This is an optimization exercise on Yosys and OpenROAD, whose aim is small area and a short achievable clock period, not a production implementation.
Only simulation tests tie the RTL to the original design; equivalence was not proved.
Power is estimated from default activity; no workload was simulated.

==> flow/design.v (outline; a module is shown in full before it is edited, if it fits) <==
// module csr_file: 558 lines
// module alu: 39 lines
// module bcu: 29 lines
// module bpu: 129 lines
// module distri_ram: 23 lines
// module decode: 405 lines
// module execute: 244 lines
// module fetch: 79 lines
// module forwarding_unit: 65 lines
// module memory: 142 lines
// module muldiv: 125 lines
// module pipeline_control: 32 lines
// module program_counter: 53 lines
// module reg_file: 45 lines
// module writeback: 155 lines
// module core_top: 558 lines
module core_top #(
    parameter HART_ID       = 0,
    parameter XLEN          = 32,
    parameter BPU_ENTRY_NUM = 32
)
(
    input                 clk_i,
    input                 rst_i,
    input                 stall_i,
    input  [XLEN-1 : 0]   init_pc_addr_i,
    input  [XLEN-1 : 0]   code_i,
    input                 code_ready_i,
    output [XLEN-1 : 0]   code_addr_o,
    output                code_req_o,
    input  [XLEN-1 : 0]   data_i,
    input                 data_ready_i,
    output [XLEN-1 : 0]   data_o,
    output [XLEN-1 : 0]   data_addr_o,
    output                data_rw_o,       
    output [XLEN/8-1 : 0] data_byte_enable_o,
    output                data_req_o,
    output                data_is_amo_o,
    output [ 4: 0]        data_amo_type_o,
    output                cache_flush_o,
    input                 ext_irq_i,
    input                 tmr_irq_i,
    input                 sft_irq_i
);
  // ...
==> flow/run.sh <==
#!/bin/bash
# synth_recipe.tcl (not shown) runs the flow's synth.tcl, then flattens the netlist and writes it again
# the make line also repeats each setting of config.mk as NAME=value (left out here)
make -C /OpenROAD-flow-scripts/flow DESIGN_CONFIG=/design/flow/config.mk WORK_HOME=/design/flow/orfs CLKGATE_MAP_FILE= SYNTH_SCRIPT=/design/flow/synth_recipe.tcl finish
==> flow/config.mk <==
export PLATFORM = sky130hd
export DESIGN_NAME = core_top
export DESIGN_NICKNAME = core_top
export VERILOG_FILES = /design/flow/design.v
export SDC_FILE = /design/flow/constraint.sdc
export NUM_CORES = 8
export LEC_CHECK = 0
export CAP_MARGIN = 20
export CORE_MARGIN = 2
export CORE_UTILIZATION = 40
export SLEW_MARGIN = 20
==> flow/constraint.sdc <==
create_clock -name core_clock -period 16.0 [get_ports {clk_i}]
set_input_delay 3.2000 -clock core_clock [delete_from_list [all_inputs] [get_ports {clk_i}]]
set_output_delay 3.2000 -clock core_clock [all_outputs]
set_load 0.01 [all_outputs]
==> results.sh, run 1 <==
export IMPL_antenna_cells=49
export IMPL_p_seq_share_pct=39.0
export IMPL_multiInputGateArea_um2=97100
export IMPL_grt_total_usage_pct=36.4
export IMPL_vias_per_cell=6.72
export IMPL_numCtsBuffers=443
export IMPL_synthFlopType="edfxtp_1"
export IMPL_met3_length_um=134000
export IMPL_pg_comb_mw=8.28
export IMPL_cts_resized=0
export IMPL_whs_endpoint="Decode.signex_sel_o$_SDFFE_PN0P_"
export IMPL_reg_top3="Branch_Prediction_Unit.tag (1024), Register_File.rf (992), Branch_Prediction_Unit.target (704)"
export IMPL_clock_sinks=4344
export IMPL_cp_max_fo=15
export IMPL_seq_area_frac_synth_pct=52.8
export IMPL_synth_xor_area_share_pct=6.07
export IMPL_power_total_mw=31.7
export IMPL_cp_endpoint="Program_Counter.pc_r[31]$_DFFE_PP_"
export IMPL_remaining_drc_errors=0
export IMPL_cp_required_ns=16.88
export IMPL_io_buffers=210
export IMPL_fin_cells=28335
export IMPL_path_buf_inv=3
export IMPL_rsz0062_at_grt="no"
export IMPL_synthAdderAreaFrac_pct=4.95
export IMPL_ys_warn_count=14
export IMPL_synth_avg_cell_area_um2=10.6
export IMPL_top_register="Branch_Prediction_Unit.tag"
export IMPL_dieArea_um2=558000
export IMPL_outcome="no timing/DRC/antenna violations"
export IMPL_path_depth=29
export IMPL_final_util_pct=45.2
export IMPL_critPathKind="reg2reg"
export IMPL_synth_area_leader_cell="edfxtp_1"
export IMPL_place_ws_ns=6.07
export IMPL_cpPeakStageDelay_ns=0.92
export IMPL_root_buffer="clkbuf_16"
export IMPL_synth_compound_area_share_pct=16.9
export IMPL_met3_usage_pct=9.58
export IMPL_dp_cells=27445
==> run 2: changes to the inputs <==
==> flow/flow/run.sh (new file) <==
#!/bin/bash
# Standard ORFS layout (the standard.sh, standard synthesis unchanged) with
# repair_timing asked to leave a larger setup margin.
set -o pipefail
bash standard.sh SETUP_SLACK_MARGIN=9 finish > standard_finish.log 2>&1
==> flow/standard.sh (new file) <==
#!/bin/bash
# synth_recipe.tcl (not shown) runs the flow's synth.tcl, then flattens the netlist and writes it again
# the make line also repeats each setting of config.mk as NAME=value (left out here)
make -C /OpenROAD-flow-scripts/flow DESIGN_CONFIG=/design/flow/config.mk WORK_HOME=/design/flow/orfs CLKGATE_MAP_FILE= SYNTH_SCRIPT=/design/flow/synth_recipe.tcl "${@:-finish}"
removed: flow/run.sh
==> results.sh, run 2 <==
export IMPL_startpoint="Writeback.rd_addr_r[0]$_SDFFE_PP0P_"
export IMPL_ys_top_cells_by_area="edfxtp_1 (40%), dfxtp_1 (12%), xnor2_1 (4.3%)"
export IMPL_grt_pass1_vias=175743
export IMPL_area_delta_synth_final_pct=13.8
export IMPL_clkLatencyLatePin_ns=1.13
export IMPL_cts_max_path_buffers=4
export IMPL_seq_area_frac_synth_pct=52.8
export IMPL_rsz0062_at_grt="yes"
export IMPL_grt_max_degree=116
export IMPL_ant_nets=0
export IMPL_hold_violations=0
export IMPL_hold_path_class="reg2reg"
export IMPL_clock_sinks=4344
export IMPL_fin_crit_sh_pct=44.6
export IMPL_largest_reg_flops=1024
export IMPL_endpoint_kind="register"
export IMPL_syn_area_um2=221000
export IMPL_synth_avg_cell_area_um2=10.6
export IMPL_synthArstFlopShare_pct=0
export IMPL_drv_cap=0
export IMPL_htreeDepth=5
export IMPL_p_leak_nw=87.7
export IMPL_place_ws_ns=6.23
export IMPL_multiInputGateArea_um2=98600
export IMPL_layout_common_cells="edfxtp_1 (2,975), nand2_1 (2,212), nor2_1 (1,354), dfxtp_1 (1,342), a21oi_1 (1,275)"
export IMPL_vias_per_cell=6.74
export IMPL_core_area_um2=549000
export IMPL_dieArea_um2=558000
export IMPL_worstMarginPinSlew_ns=1.31
export IMPL_synth_most_common_cell="edfxtp_1"
export IMPL_maxSlewHeadroom_pct=12.0
export IMPL_slew_viol_final=0
export IMPL_ys_top_cells_by_count="edfxtp_1 (2,975), nand2_1 (2,223), nor2_1 (1,441), clkbuf_1 (1,391), dfxtp_1 (1,369)"
export IMPL_path_cells="inv_8, ha_4, nor4b_4, or4b_4, buf_12, or4_4, a221oi_4, a31o_4, a311oi_1, or3_4, inv_1, ha_4, or3_1, o221a_2, o221ai_1, a31oi_1, o211ai_1, a221oi_1, xnor2_1, o21ai_1, a221oi_2, o21ai_0"
export IMPL_synthFlopType="edfxtp_1"
export IMPL_synth_nets=21653
export IMPL_vias=191752
export IMPL_vdd_drop_max_v=0.000406
export IMPL_timing_final_ws_setup_ns=8.87
export IMPL_ys_warn_count=14
export IMPL_synth_area_leader_cell="edfxtp_1"
export IMPL_r2r_end="Program_Counter.pc_r[0]$_DFFE_PP_"
export IMPL_pwr_density_cell_nw_per_um2=127
export IMPL_setup_violations=0
export IMPL_remaining_drc_errors=0
export IMPL_rrSetupSlack_ns=8.87
export IMPL_cts_tree="built"
export IMPL_path_buf_inv=3
export IMPL_cp_max_fo=10
export IMPL_seqCellArea_um2=117000
export IMPL_yosysTopAreaCellShare_pct=40.4
export IMPL_drt_iter0_drc=34698
export IMPL_drive_gt1_share_pct=10.3
export IMPL_outcome="no timing/DRC/antenna violations"
export IMPL_clock_skew_ns=0.0691
export IMPL_setup_tns_ns=0
export IMPL_wl_per_cell_um=36.9
export IMPL_grt_overflow=0
export IMPL_min_from="Decode.sys_jump_csr_addr_o[0]$_SDFFE_PN0P_"
export IMPL_nNetsFinal=21561
export IMPL_die_y_um=747
export IMPL_globalplace_congestion=1.04
export IMPL_root_buffer="clkbuf_16"
export IMPL_synth_cell_types=104
export IMPL_crit_path_top_delay_cell="or4b_4"
export IMPL_min_period_ns=7.13
export IMPL_final_common_cell="edfxtp_1"
export IMPL_synth_seq_cells=4344
export IMPL_synth_edff_count=2975
export IMPL_reg_top3="Branch_Prediction_Unit.tag (1024), Register_File.rf (992), Branch_Prediction_Unit.target (704)"
export IMPL_final_fill_count=50863
export IMPL_initial_core_util_pct=40.2
export IMPL_io_pins=214
export IMPL_path_clk_slew_ns=0.07
export IMPL_numCtsBuffers=446
export IMPL_cp_top_family="compound AO/OA/AOI/OAI gates"
export IMPL_final_util_pct=45.8
export IMPL_top_register="Branch_Prediction_Unit.tag"
export IMPL_cpPeakStageDelay_ns=0.52
export IMPL_io_buffers=210
export IMPL_crit_top_cell="ha_4"
export IMPL_wirelength_um=1050000
export IMPL_die_x_um=747
export IMPL_first_pass_iters=12
export IMPL_ff2ff_path_depth=22
export IMPL_antenna_found_initial=64
export IMPL_startpoint_type="register"
export IMPL_synthCells=20860
export IMPL_hold_depth=2
export IMPL_hpwl_um=666000
export IMPL_worstReg2RegStart="Writeback.rd_addr_r[0]$_SDFFE_PP0P_"
export IMPL_cp_required_ns=16.80
export IMPL_whs_endpoint="Execute.sys_jump_csr_addr_o[0]$_SDFFE_PP0P_"
export IMPL_critPathKind="reg2reg"
export IMPL_rows=272
export IMPL_grt_total_usage_pct=35.8
export IMPL_fmax_mhz=140
export IMPL_grt_pass1_wl_um=1420000
export IMPL_critPathArrivalTime_ns=7.93
==> run 2: cell counts after synthesis <==
No cell type changed its count.
==> run 2: how the worst max path moves through the flow <==
stage | endpoint | cells past startpoint | slack, ns
after global placement | Branch_Prediction_Unit.dec_hit[12]$_DFFE_PP_ | 25 | 6.31
after floorplan | Branch_Prediction_Unit.dec_hit[1]$_DFFE_PP_ | 12 | 8.02
after global routing | Program_Counter.pc_r[31]$_DFFE_PP_ | 30 | 8.87
after detailed placement | Program_Counter.pc_r[25]$_DFFE_PP_ | 20 | 6.23
after CTS | Program_Counter.pc_r[30]$_DFFE_PP_ | 31 | 8.99
final | Program_Counter.pc_r[0]$_DFFE_PP_ | 22 | 8.87
==> run 2: cells by family after synthesis <==
| family | synth area share, % |
|---|---|
| AND/OR/NAND/NOR | 12.9 |
| AO/OA/AOI/OAI | 16.9 |
| flip-flops | 52.8 |
| buffers and inverters | 3.84 |
| XOR/XNOR | 6.07 |
| adder cells (fa/ha/maj) | 4.95 |
| multiplexers | 2.50 |
==> run 2: power breakdown <==
group	leakage [nW]	switching [mW]	internal (mW)	total [mW]
combinational	40.7	5.34	3.31	8.65
sequential	39.6	0.163	12.2	12.4
clock	7.36	4.77	6.14	10.9
==> run 2: area by class of cell <==
type | instances | share of cell area, %
Clock buffer | 614 | 5.07
Antenna cell | 40 | 0.0398
Tap cell | 7261 | 3.61
Inverter | 583 | 0.891
Sequential cell | 4344 | 46.5
Clock inverter | 230 | 0.892
Multi-Input combinational cell | 14302 | 39.2
Timing Repair Buffer | 1089 | 3.78
Timing Repair inverter | 2 | 0.00597
==> run 2: metrics by stage <==
stage	std cells	total power, mW	cell area, um2	hold slack (ns)
5_1_grt	28427	33.1	251000	0.468
6_report	28465	31.9	251000	0.453
2_1_floorplan	20860	18.3	221000	0.419
3_5_place_dp	27397	20.7	233000	0.443
4_1_cts	28326	31.5	250000	0.453
3_3_place_gp	27396	20.7	233000	0.436
==> run 2: worst reg2reg max path, delay by kind of cell, from the launching register on <==
kind | cells | cell delay [ns]
flip-flops | 1 | 0.40
buffers and inverters | 3 | 0.46
adder cells (fa/ha/maj) | 2 | 0.46
AO/OA/AOI/OAI | 11 | 3.11
AND/OR/NAND/NOR | 5 | 2.04
XOR/XNOR | 1 | 0.39
==> run 2: timing repair <==
action                                   CTS  global route
endpoints found under the setup margin  1102           471
hold buffers                               0             0
cloned                                    13             8
setup buffers                             72            87
pin swaps                                 43            71
gates resized for setup                  292           147
==> run 2: layer usage <==
metal / GRT usage, % / share of wire (%)
met5: 0.0595 / 0.032
met4: 25.0 / 8.9
met2: 52.3 / 41
met3: 10.7 / 14
met1: 45.5 / 36
==> module alu, before the edit <==
module alu #(parameter XLEN = 32)
(
    input  [XLEN-1 : 0] a_i,
    input  [XLEN-1 : 0] b_i,              
    input  [ 2 : 0]     operation_sel_i,
    input               shift_sel_i,      
    output [XLEN-1 : 0] alu_result_o
);
wire [XLEN-1 : 0] ones;
wire [XLEN-1 : 0] result_add, result_sll, result_slt, result_sltu;
wire [XLEN-1 : 0] result_xor, result_sr, result_or, result_and;
wire operation_add, operation_sll, operation_slt, operation_sltu;
wire operation_xor, operation_sr, operation_or, operation_and;
assign result_add = a_i + b_i;                                     
assign result_sll = a_i << b_i[4:0];                               
assign result_slt = ($signed(a_i) < $signed(b_i)) ? 1 : 0;         
assign result_sltu = (a_i < b_i) ? 1 : 0;                          
assign result_xor = a_i ^ b_i;                                     
assign result_sr = shift_sel_i? ($signed(a_i) >>> b_i[4:0]) : ($signed(a_i) >> b_i[4:0]);  
assign result_or = a_i | b_i;                                      
assign result_and = a_i & b_i;                                     
assign operation_add  = (operation_sel_i == 3'b000);
assign operation_sll  = (operation_sel_i == 3'b001);
assign operation_slt  = (operation_sel_i == 3'b010);
assign operation_sltu = (operation_sel_i == 3'b011);
assign operation_xor  = (operation_sel_i == 3'b100);
assign operation_sr   = (operation_sel_i == 3'b101);
assign operation_or   = (operation_sel_i == 3'b110);
assign operation_and  = (operation_sel_i == 3'b111);
assign alu_result_o =
       (    {XLEN{operation_add }} & result_add  )
       | (  {XLEN{operation_sll }} & result_sll  )
       | (  {XLEN{operation_slt }} & result_slt  )
       | (  {XLEN{operation_sltu}} & result_sltu )
       | (  {XLEN{operation_xor }} & result_xor  )
       | (  {XLEN{operation_sr  }} & result_sr   )
       | (  {XLEN{operation_or  }} & result_or   )
       | (  {XLEN{operation_and }} & result_and  );
endmodule  
==> module bcu, before the edit <==
module bcu#(parameter XLEN = 32)
(
    input  [XLEN-1 : 0] a_i,
    input  [XLEN-1 : 0] b_i,
    input  [ 2 : 0]     operation_sel_i,
    output              compare_result_o
);
wire signed [XLEN-1 : 0] signed_a = a_i;
wire signed [XLEN-1 : 0] signed_b = b_i;
wire result_beq  = (a_i == b_i) ? 1 : 0;
wire result_bne  = (a_i != b_i) ? 1 : 0;
wire result_blt  = (signed_a < signed_b) ? 1 : 0;
wire result_bge  = (signed_a >= signed_b) ? 1 : 0;
wire result_bltu = (a_i < b_i) ? 1 : 0;
wire result_bgeu = (a_i >= b_i) ? 1 : 0;
wire operation_beq = (operation_sel_i == 3'b000);
wire operation_bne = (operation_sel_i == 3'b001);
wire operation_blt = (operation_sel_i == 3'b100);
wire operation_bge = (operation_sel_i == 3'b101);
wire operation_bltu = (operation_sel_i == 3'b110);
wire operation_bgeu = (operation_sel_i == 3'b111);
assign compare_result_o =
       (operation_beq & result_beq )
       | (operation_bne & result_bne )
       | (operation_blt & result_blt )
       | (operation_bge & result_bge )
       | (operation_bltu & result_bltu)
       | (operation_bgeu & result_bgeu);
endmodule  
==> module execute, before the edit <==
module execute #( parameter XLEN = 32 )
(
    input                   clk_i,
    input                   rst_i,
    input                   stall_i,
    input                   flush_i,
    input  [XLEN-1 : 0]     imm_i,
    input  [ 1 : 0]         inputA_sel_i,
    input  [ 1 : 0]         inputB_sel_i,
    input  [ 2 : 0]         operation_sel_i,
    input                   alu_muldiv_sel_i,
    input                   shift_sel_i,
    input                   is_branch_i,
    input                   is_jal_i,
    input                   is_jalr_i,
    input                   branch_hit_i,
    input                   branch_decision_i,
    input                   regfile_we_i,
    input  [ 2 : 0]         regfile_input_sel_i,
    input                   we_i,
    input                   re_i,
    input  [ 1 : 0]         dsize_sel_i,
    input                   signex_sel_i,
    input  [ 4 : 0]         rd_addr_i,
    input                   is_fencei_i,
    input                   is_amo_i,
    input  [4 : 0]          amo_type_i,
    input  [ 4 : 0]         csr_imm_i,
    input                   csr_we_i,
    input  [11 : 0]         csr_we_addr_i,
    input  [XLEN-1 : 0]     rs1_data_i,
    input  [XLEN-1 : 0]     rs2_data_i,
    input  [XLEN-1 : 0]     csr_data_i,
    output [XLEN-1 : 0]     branch_restore_pc_o,     
    output [XLEN-1 : 0]     branch_target_addr_o,    
    output                  branch_taken_o,
    output                  branch_misprediction_o,
    output                  stall_from_exe_o,
    output reg              we_o,
    output reg              re_o,
    output reg              is_fencei_o,
    output reg              is_amo_o,
    output reg [ 4 : 0]     amo_type_o,
    output reg [XLEN-1 : 0] rs2_data_o,
    output reg [XLEN-1 : 0] addr_o,
    output reg [ 1 : 0]     dsize_sel_o,
    output reg [ 2 : 0]     regfile_input_sel_o,
    output reg              regfile_we_o,
    output reg [ 4 : 0]     rd_addr_o,
    output reg [XLEN-1 : 0] p_data_o,
    output reg              csr_we_o,
    output reg [11 : 0]     csr_we_addr_o,
    output reg [XLEN-1 : 0] csr_we_data_o,
    output reg              signex_sel_o,
    input  [XLEN-1 : 0]     pc_i,
    output reg [XLEN-1 : 0] pc_o,
    input                   sys_jump_i,
    input  [ 1 : 0]         sys_jump_csr_addr_i,
    output reg              sys_jump_o,
    output reg [ 1 : 0]     sys_jump_csr_addr_o,
    input                   fetch_valid_i,
    output reg              fetch_valid_o,
    input                   xcpt_valid_i,
    input  [ 3 : 0]         xcpt_cause_i,
    input  [XLEN-1 : 0]     xcpt_tval_i,
    output reg              xcpt_valid_o,
    output reg [ 3 : 0]     xcpt_cause_o,
    output reg [XLEN-1 : 0] xcpt_tval_o
);
reg  [XLEN-1 : 0] inputA, inputB;
wire [XLEN-1 : 0] alu_result;
wire [XLEN-1 : 0] muldiv_result;
wire              compare_result, stall_from_muldiv, muldiv_ready;
wire [XLEN-1 : 0] result;
wire [XLEN-1 : 0] mem_addr;
always @(*)
begin
    case (inputA_sel_i)
        3'd0: inputA = 0;
        3'd1: inputA = pc_i;
        3'd2: inputA = rs1_data_i;
        default: inputA = 0;
    endcase
end
always @(*)
begin
    case (inputB_sel_i)
        3'd0: inputB = imm_i;
        3'd1: inputB = rs2_data_i;
        3'd2: inputB = ~rs2_data_i + 1'b1;
        default: inputB = 0;
    endcase
end
wire [2: 0] alu_operation = (is_branch_i | is_jal_i | is_jalr_i)? 3'b000 : operation_sel_i;
wire [2: 0] muldiv_operation = operation_sel_i;
wire muldiv_req = alu_muldiv_sel_i & !muldiv_ready;
wire [2: 0] branch_operation = operation_sel_i;
alu ALU(
    .a_i(inputA),
    .b_i(inputB),
    .operation_sel_i(alu_operation),
    .shift_sel_i(shift_sel_i),
    .alu_result_o(alu_result)
);
muldiv MulDiv(
    .clk_i(clk_i),
    .rst_i(rst_i),
    .stall_i(stall_i),
    .a_i(inputA),
    .b_i(inputB),
    .req_i(muldiv_req),
    .operation_sel_i(muldiv_operation),
    .muldiv_result_o(muldiv_result),
    .ready_o(muldiv_ready)
);
bcu BCU(
    .a_i(rs1_data_i),
    .b_i(rs2_data_i),
    .operation_sel_i(branch_operation),
    .compare_result_o(compare_result)
);
assign mem_addr = rs1_data_i + imm_i;      
assign branch_target_addr_o = alu_result;  
assign branch_restore_pc_o = pc_i + 'd4;   
assign branch_taken_o = (is_branch_i & compare_result) | is_jal_i | is_jalr_i;
assign branch_misprediction_o = branch_hit_i &
                                    (branch_decision_i ^ branch_taken_o);
assign result = alu_muldiv_sel_i ? muldiv_result : alu_result;
assign stall_from_exe_o = alu_muldiv_sel_i & !muldiv_ready;
wire [XLEN-1 : 0] csr_inputA = csr_data_i;
wire [XLEN-1 : 0] csr_inputB = operation_sel_i[2] ? {27'b0, csr_imm_i} : rs1_data_i;
reg  [XLEN-1 : 0] csr_update_data;
always @(*)
begin
    case (operation_sel_i[1: 0])
        2'b01:
            csr_update_data = csr_inputB;
        2'b10:
            csr_update_data = csr_inputA | csr_inputB;
        2'b11:
            csr_update_data = csr_inputA & ~csr_inputB;
        default:
            csr_update_data = csr_inputA;
    endcase
end
always @(posedge clk_i)
begin
    if (rst_i || (flush_i && !stall_i))  
    begin
        we_o <= 0;
        re_o <= 0;
        rs2_data_o <= 0;
        addr_o <= 0;
        dsize_sel_o <= 0;
        signex_sel_o <= 0;
        regfile_input_sel_o <= 0;
        regfile_we_o <= 0;
        rd_addr_o <= 0;
        is_fencei_o <= 0;
        is_amo_o <= 0;
        amo_type_o <= 0;
        sys_jump_o <= 0;
        sys_jump_csr_addr_o <= 0;
        xcpt_valid_o <= 0;
        xcpt_cause_o <= 0;
        xcpt_tval_o <= 0;
        pc_o <= 0;
        fetch_valid_o <= 0;
        csr_we_o <= 0;
        csr_we_addr_o <= 0;
        csr_we_data_o <= 0;
    end
    else if (stall_i || stall_from_exe_o)
    begin
        we_o <= we_o;
        re_o <= re_o;
        rs2_data_o <= rs2_data_o;
        addr_o <= addr_o;
        dsize_sel_o <= dsize_sel_o;
        signex_sel_o <= signex_sel_o;
        regfile_input_sel_o <= regfile_input_sel_o;
        regfile_we_o <= regfile_we_o;
        rd_addr_o <= rd_addr_o;
        is_fencei_o <= is_fencei_o;
        is_amo_o <= is_amo_o;
        amo_type_o <= amo_type_o;
        sys_jump_o <= sys_jump_o;
        sys_jump_csr_addr_o <= sys_jump_csr_addr_o;
        xcpt_valid_o <= xcpt_valid_o;
        xcpt_cause_o <= xcpt_cause_o;
        xcpt_tval_o <= xcpt_tval_o;
        pc_o <= pc_o;
        fetch_valid_o <= fetch_valid_o;
        csr_we_o <= csr_we_o;
        csr_we_addr_o <= csr_we_addr_o;
        csr_we_data_o <= csr_we_data_o;
    end
    else
    begin
        we_o <= we_i ;
        re_o <= re_i;
        rs2_data_o <= rs2_data_i;
        addr_o  <= mem_addr;
        dsize_sel_o <= dsize_sel_i;
        signex_sel_o <= signex_sel_i;
        regfile_input_sel_o <= regfile_input_sel_i;
        regfile_we_o <= regfile_we_i;
        rd_addr_o <= rd_addr_i;
        is_fencei_o <= is_fencei_i;
        is_amo_o <= is_amo_i;
        amo_type_o <= amo_type_i;
        sys_jump_o <= sys_jump_i;
        sys_jump_csr_addr_o <= sys_jump_csr_addr_i;
        xcpt_valid_o <= xcpt_valid_i;
        xcpt_cause_o <= xcpt_cause_i;
        xcpt_tval_o <= xcpt_tval_i;
        pc_o <= pc_i;
        fetch_valid_o <= fetch_valid_i;
        csr_we_o <= csr_we_i;
        csr_we_addr_o <= csr_we_addr_i;
        csr_we_data_o <= csr_update_data;
    end
end
always @(posedge clk_i)
begin
    if (rst_i || (flush_i && !stall_i))  
    begin
        p_data_o <= 0;   
    end
    else if (stall_i || stall_from_exe_o)
    begin
        p_data_o <= p_data_o;
    end
    else
    begin
        case (regfile_input_sel_i)
            3'b011: p_data_o <= branch_restore_pc_o;
            3'b100: p_data_o <= result;
            3'b101: p_data_o <= csr_data_i;
            default: p_data_o <= 0;
        endcase
    end
end
endmodule
==> run 3: changes to the inputs <==
--- a/flow/design.v
+++ b/flow/design.v
@@ -562,40 +562,35 @@
 (
     input  [XLEN-1 : 0] a_i,
     input  [XLEN-1 : 0] b_i,              
+    input               sub_i,            
     input  [ 2 : 0]     operation_sel_i,
     input               shift_sel_i,      
     output [XLEN-1 : 0] alu_result_o
 );
-wire [XLEN-1 : 0] ones;
-wire [XLEN-1 : 0] result_add, result_sll, result_slt, result_sltu;
-wire [XLEN-1 : 0] result_xor, result_sr, result_or, result_and;
-wire operation_add, operation_sll, operation_slt, operation_sltu;
-wire operation_xor, operation_sr, operation_or, operation_and;
-assign result_add = a_i + b_i;                                     
-assign result_sll = a_i << b_i[4:0];                               
-assign result_slt = ($signed(a_i) < $signed(b_i)) ? 1 : 0;         
-assign result_sltu = (a_i < b_i) ? 1 : 0;                          
-assign result_xor = a_i ^ b_i;                                     
-assign result_sr = shift_sel_i? ($signed(a_i) >>> b_i[4:0]) : ($signed(a_i) >> b_i[4:0]);  
-assign result_or = a_i | b_i;                                      
-assign result_and = a_i & b_i;                                     
-assign operation_add  = (operation_sel_i == 3'b000);
-assign operation_sll  = (operation_sel_i == 3'b001);
-assign operation_slt  = (operation_sel_i == 3'b010);
-assign operation_sltu = (operation_sel_i == 3'b011);
-assign operation_xor  = (operation_sel_i == 3'b100);
-assign operation_sr   = (operation_sel_i == 3'b101);
-assign operation_or   = (operation_sel_i == 3'b110);
-assign operation_and  = (operation_sel_i == 3'b111);
+wire operation_add  = (operation_sel_i == 3'b000);
+wire operation_sll  = (operation_sel_i == 3'b001);
+wire operation_slt  = (operation_sel_i == 3'b010);
+wire operation_sltu = (operation_sel_i == 3'b011);
+wire operation_xor  = (operation_sel_i == 3'b100);
+wire operation_sr   = (operation_sel_i == 3'b101);
+wire operation_or   = (operation_sel_i == 3'b110);
+wire operation_and  = (operation_sel_i == 3'b111);
+wire              sub_mode = sub_i | operation_slt | operation_sltu;
+wire [XLEN : 0]   sum = {1'b0, a_i} + {1'b0, b_i ^ {XLEN{sub_mode}}} + sub_mode;
+wire              ltu = ~sum[XLEN];
+wire              lt  = (a_i[XLEN-1] ^ b_i[XLEN-1]) ? a_i[XLEN-1] : ltu;
+wire [XLEN-1 : 0] result_add = sum[XLEN-1 : 0];
+wire [XLEN-1 : 0] result_sll = a_i << b_i[4:0];
+wire [XLEN-1 : 0] result_sr  = shift_sel_i? ($signed(a_i) >>> b_i[4:0]) : ($signed(a_i) >> b_i[4:0]);
 assign alu_result_o =
        (    {XLEN{operation_add }} & result_add  )
        | (  {XLEN{operation_sll }} & result_sll  )
-       | (  {XLEN{operation_slt }} & result_slt  )
-       | (  {XLEN{operation_sltu}} & result_sltu )
-       | (  {XLEN{operation_xor }} & result_xor  )
+       | (  {{(XLEN-1){1'b0}}, operation_slt  & lt } )
+       | (  {{(XLEN-1){1'b0}}, operation_sltu & ltu} )
+       | (  {XLEN{operation_xor }} & (a_i ^ b_i) )
        | (  {XLEN{operation_sr  }} & result_sr   )
-       | (  {XLEN{operation_or  }} & result_or   )
-       | (  {XLEN{operation_and }} & result_and  );
+       | (  {XLEN{operation_or  }} & (a_i | b_i) )
+       | (  {XLEN{operation_and }} & (a_i & b_i) );
 endmodule  
 `timescale 1ns / 1ps
 module bcu#(parameter XLEN = 32)
@@ -605,27 +600,24 @@
     input  [ 2 : 0]     operation_sel_i,
     output              compare_result_o
 );
-wire signed [XLEN-1 : 0] signed_a = a_i;
-wire signed [XLEN-1 : 0] signed_b = b_i;
-wire result_beq  = (a_i == b_i) ? 1 : 0;
-wire result_bne  = (a_i != b_i) ? 1 : 0;
-wire result_blt  = (signed_a < signed_b) ? 1 : 0;
-wire result_bge  = (signed_a >= signed_b) ? 1 : 0;
-wire result_bltu = (a_i < b_i) ? 1 : 0;
-wire result_bgeu = (a_i >= b_i) ? 1 : 0;
-wire operation_beq = (operation_sel_i == 3'b000);
-wire operation_bne = (operation_sel_i == 3'b001);
-wire operation_blt = (operation_sel_i == 3'b100);
-wire operation_bge = (operation_sel_i == 3'b101);
-wire operation_bltu = (operation_sel_i == 3'b110);
-wire operation_bgeu = (operation_sel_i == 3'b111);
-assign compare_result_o =
-       (operation_beq & result_beq )
-       | (operation_bne & result_bne )
-       | (operation_blt & result_blt )
-       | (operation_bge & result_bge )
-       | (operation_bltu & result_bltu)
-       | (operation_bgeu & result_bgeu);
+wire [XLEN : 0] diff = {1'b0, a_i} - {1'b0, b_i};
+wire eq  = (a_i == b_i);
+wire ltu = diff[XLEN];
+wire lt  = (a_i[XLEN-1] ^ b_i[XLEN-1]) ? a_i[XLEN-1] : ltu;
+reg r;
+always @(*)
+begin
+    case (operation_sel_i)
+        3'b000:  r = eq;
+        3'b001:  r = ~eq;
+        3'b100:  r = lt;
+        3'b101:  r = ~lt;
+        3'b110:  r = ltu;
+        3'b111:  r = ~ltu;
+        default: r = 1'b0;
+    endcase
+end
+assign compare_result_o = r;
 endmodule  
 `timescale 1ns / 1ps
 module bpu #( parameter ENTRY_NUM = 32, parameter XLEN = 32 )
@@ -1277,7 +1269,7 @@
     case (inputB_sel_i)
         3'd0: inputB = imm_i;
         3'd1: inputB = rs2_data_i;
-        3'd2: inputB = ~rs2_data_i + 1'b1;
+        3'd2: inputB = rs2_data_i;       
         default: inputB = 0;
     endcase
 end
@@ -1288,6 +1280,7 @@
 alu ALU(
     .a_i(inputA),
     .b_i(inputB),
+    .sub_i(inputB_sel_i == 2'd2),
     .operation_sel_i(alu_operation),
     .shift_sel_i(shift_sel_i),
     .alu_result_o(alu_result)
@@ -1310,7 +1303,8 @@
     .compare_result_o(compare_result)
 );
 assign mem_addr = rs1_data_i + imm_i;      
-assign branch_target_addr_o = alu_result;  
+wire [XLEN-1 : 0] pc_imm = pc_i + imm_i;
+assign branch_target_addr_o = is_jalr_i ? mem_addr : pc_imm;
 assign branch_restore_pc_o = pc_i + 'd4;   
 assign branch_taken_o = (is_branch_i & compare_result) | is_jal_i | is_jalr_i;
 assign branch_misprediction_o = branch_hit_i &
==> flow/flow/run.sh (replaced) <==
#!/bin/bash
# Standard ORFS layout (the standard.sh, standard synthesis unchanged) with
# repair_timing asked to leave a larger setup margin.
set -o pipefail
bash standard.sh SETUP_SLACK_MARGIN=11 TNS_END_PERCENT=5 finish > standard_finish.log 2>&1
==> results.sh, run 3 <==
export IMPL_outcome="finished with violations"
export IMPL_violatedChecks="max-capacitance violations, max-slew violations"
export IMPL_synth_most_common_cell="edfxtp_1"
export IMPL_rsz0062_at_grt="yes"
export IMPL_io_buffers=210
export IMPL_ys_top_cells_by_area="edfxtp_1 (40%), dfxtp_1 (12%), xnor2_1 (3.9%)"
export IMPL_grt_overflow=0
export IMPL_ys_top_cells_by_count="edfxtp_1 (2,975), nand2_1 (2,314), a21oi_1 (1,399), dfxtp_1 (1,369), nor2_1 (1,344)"
export IMPL_io_pins=214
export IMPL_endpoint_kind="register"
export IMPL_hold_violations=0
export IMPL_top_register="Branch_Prediction_Unit.tag"
export IMPL_vias=195909
export IMPL_initial_core_util_pct=40.2
export IMPL_dieArea_um2=562000
export IMPL_remaining_drc_errors=0
export IMPL_globalplace_congestion=1.05
export IMPL_die_y_um=749
export IMPL_clock_skew_ns=0.136
export IMPL_largest_reg_flops=1024
export IMPL_dpl_cell_area_um2=234000
export IMPL_critPathArrivalTime_ns=7.70
export IMPL_pwr_density_cell_nw_per_um2=98.7
export IMPL_critPathKind="in2reg"
export IMPL_synth_seq_cells=4344
export IMPL_yosysTopAreaCellShare_pct=40.2
export IMPL_fmax_mhz=146
export IMPL_p_leak_nw=90.9
export IMPL_syn_area_um2=222000
export IMPL_area_delta_synth_final_pct=17.5
export IMPL_layout_common_cells="edfxtp_1 (2,975), nand2_1 (2,273), dfxtp_1 (1,332), a21oi_1 (1,291), nor2_1 (1,205)"
export IMPL_slew_viol_final=6
export IMPL_reg_top3="Branch_Prediction_Unit.tag (1024), Register_File.rf (992), Branch_Prediction_Unit.target (704)"
export IMPL_htreeDepth=5
export IMPL_setup_violations=0
export IMPL_vdd_drop_max_v=0.000106
export IMPL_ys_warn_count=15
export IMPL_cts_tree="built"
export IMPL_drive_gt1_share_pct=14.4
export IMPL_nNetsFinal=22004
export IMPL_clkLatencyLatePin_ns=1.14
export IMPL_final_common_cell="edfxtp_1"
export IMPL_cts_max_path_buffers=4
export IMPL_min_period_ns=6.87
export IMPL_synthFlopType="edfxtp_1"
export IMPL_die_x_um=749
export IMPL_grt_max_degree=189
export IMPL_synth_nets=21656
export IMPL_synthCells=20829
export IMPL_cp_max_fo=5
export IMPL_path_clk_slew_ns=0.06
export IMPL_numCtsBuffers=459
export IMPL_startpoint_type="primary input"
export IMPL_drt_iter0_drc=35292
export IMPL_fin_crit_sh_pct=42.9
export IMPL_seq_area_frac_synth_pct=52.5
export IMPL_vias_per_cell=6.77
export IMPL_cp_required_ns=16.83
export IMPL_wirelength_um=1100000
export IMPL_grt_pass1_vias=178651
export IMPL_synth_cell_types=122
export IMPL_wl_per_cell_um=38.1
export IMPL_maxSlewHeadroom_pct=-14.1
export IMPL_hpwl_um=682000
export IMPL_rows=273
export IMPL_setup_tns_ns=0
export IMPL_design_area_um2=261000
export IMPL_worstMarginPinSlew_ns=1.70
export IMPL_final_fill_count=50231
export IMPL_first_pass_iters=8
export IMPL_synthArstFlopShare_pct=0
export IMPL_drv_cap=2
export IMPL_grt_total_usage_pct=37.1
export IMPL_antenna_found_initial=111
export IMPL_synth_area_leader_cell="edfxtp_1"
export IMPL_root_buffer="clkbuf_16"
export IMPL_hold_path_class="reg2reg"
export IMPL_synth_avg_cell_area_um2=10.7
export IMPL_synth_edff_count=2975
export IMPL_clock_sinks=4344
export IMPL_grt_pass1_wl_um=1470000
export IMPL_core_area_um2=553000
export IMPL_ant_nets=0
run 3: cell count changes after synthesis, moves of 77 or more:
cell and change:
clkbuf_1 -162, xor2_1 +144, a21oi_1 +106, nand3_1 -99
nor2_1 -97, nand2_1 +91, xnor2_1 -80, buf_2 +77
run 3: critical path, cell delays in order:
cell	delay, ns
buf_12	0.12
nand2_4	0.07
and3_4	0.21
nor3_4	0.04
or2_4	0.31
nor2_4	0.12
a31oi_4	0.06
ha_4	0.21
fa_2	0.39
a211oi_4	0.28
o21ai_2	0.14
a31oi_4	0.24
o21ai_4	0.09
a22o_4	0.25
a221o_1	0.33
o31a_1	0.29
a311oi_4	0.36
buf_4	0.20
xor2_4	0.22
a311oi_4	0.17
a21oi_2	0.28
o21ai_1	0.11
run 3: metrics by stage:
stage	utilization, %	power, mW	setup slack, ns	hold slack (ns)	cells
floorplan	-	13.6	8.93	0.415	20829
global placement	42.2	14.6	6.19	0.434	27404
detailed placement	42.2	14.6	6.19	0.436	27408
CTS	46.2	25.5	9.18	0.446	28604
global route	47.2	26.1	9.08	0.471	28869
finish	47.2	25.8	9.13	0.449	28925
run 3: kinds of logic after synthesis:
kind of cell | Yosys count | share of synthesized area, %
flops | 4344 | 52.5
buf+inv | 2235 | 4.08
mux | 610 | 2.80
fa+ha+maj | 723 | 5.11
simple gates | 5882 | 12.2
xor+xnor | 1597 | 6.30
compound gates | 5438 | 16.9
run 3: final cells by class:
type | instances | area (um2) | share of cell area (%)
Antenna cell | 68 | 170 | 0.0652
Clock buffer | 607 | 12700 | 4.87
Clock inverter | 247 | 2490 | 0.953
Inverter | 632 | 2470 | 0.946
Multi-Input combinational cell | 14275 | 103000 | 39.3
Sequential cell | 4344 | 117000 | 44.7
Tap cell | 7287 | 9120 | 3.49
Timing Repair Buffer | 1463 | 14700 | 5.62
Timing Repair inverter | 2 | 20.0 | 0.00767
run 3: where the power goes:
group	internal, mW	switching [mW]
Combinational	0.718	1.74
Clock	6.18	4.83
Sequential	12.2	0.129
run 3: per-layer routing:
| layer | routed length, um | global-route usage (%) | vias up |
|---|---|---|---|
| met5 | 443 | 0.0595 | - |
| met4 | 96500 | 25.1 | 56 |
| met3 | 168000 | 13.6 | 4535 |
| met2 | 453000 | 53.9 | 16830 |
| met1 | 384000 | 46.1 | 96204 |
| li1 | - | - | 78284 |
run 3: timing repair:
item                       in CTS  in global routing
setup endpoints to repair    3855               3286
gates cloned                   46                 25
gates resized for setup       794                892
setup buffers                 296                227
hold buffers                    0                  0
pin swaps                     204                247
run 3: path summary, 6_finish.rpt:
path	startpoint	endpoint	slack [ns]	cells after the start
setup / recovery	ext_irq_i	Program_Counter.pc_r[28]$_DFFE_PP_	9.13	22
hold / removal	Decode.sys_jump_csr_addr_o[0]$_SDFFE_PN0P_	Decode.sys_jump_csr_addr_o[0]$_SDFFE_PN0P_	0.45	2
setup reg to reg	Writeback.xcpt_cause_r[0]$_SDFFE_PP0P_	Program_Counter.pc_r[28]$_DFFE_PP_	9.21	24
hold reg to reg	Decode.sys_jump_csr_addr_o[0]$_SDFFE_PN0P_	Decode.sys_jump_csr_addr_o[0]$_SDFFE_PN0P_	0.45	2

[what the ideal ports hide]
No port has a modelled driver above. Below, the same layouts with a new extraction and two added sets of constraints. Step 1 (the two cells are an assumption about what drives the block):
set clk [get_ports {clk_i}]
set_driving_cell -lib_cell sky130_fd_sc_hd__clkbuf_16 $clk
set_driving_cell -lib_cell sky130_fd_sc_hd__buf_2 [delete_from_list [all_inputs] $clk]
Step 2 adds t to the input delays and takes it off the output delays; t is the mean of the earliest and latest rising clock arrival at the registers after step 1. Input paths then give back, and output paths get back, about the clock's delay inside the block. a / b / c = no drivers / after step 1 / after step 2; a / b = the first two.
run	t (ns)	setup slack, ns	slew at the worst register clock pin (ns)	worst data-port slew with drivers (ns)	cell pins on the clock port's net
run 1	1.210	5.540 / 5.539 / 5.539	0.08 / 0.08	0.13	1
run 2	1.227	8.870 / 8.870 / 7.771	0.07 / 0.07	0.11	1
run 3	1.222	9.130 / 9.211 / 7.992	0.08 / 0.08	0.60	1
The setup slack of run 3, which loses most, moves by +0.081 ns with the drivers and by -1.138 ns with both steps.
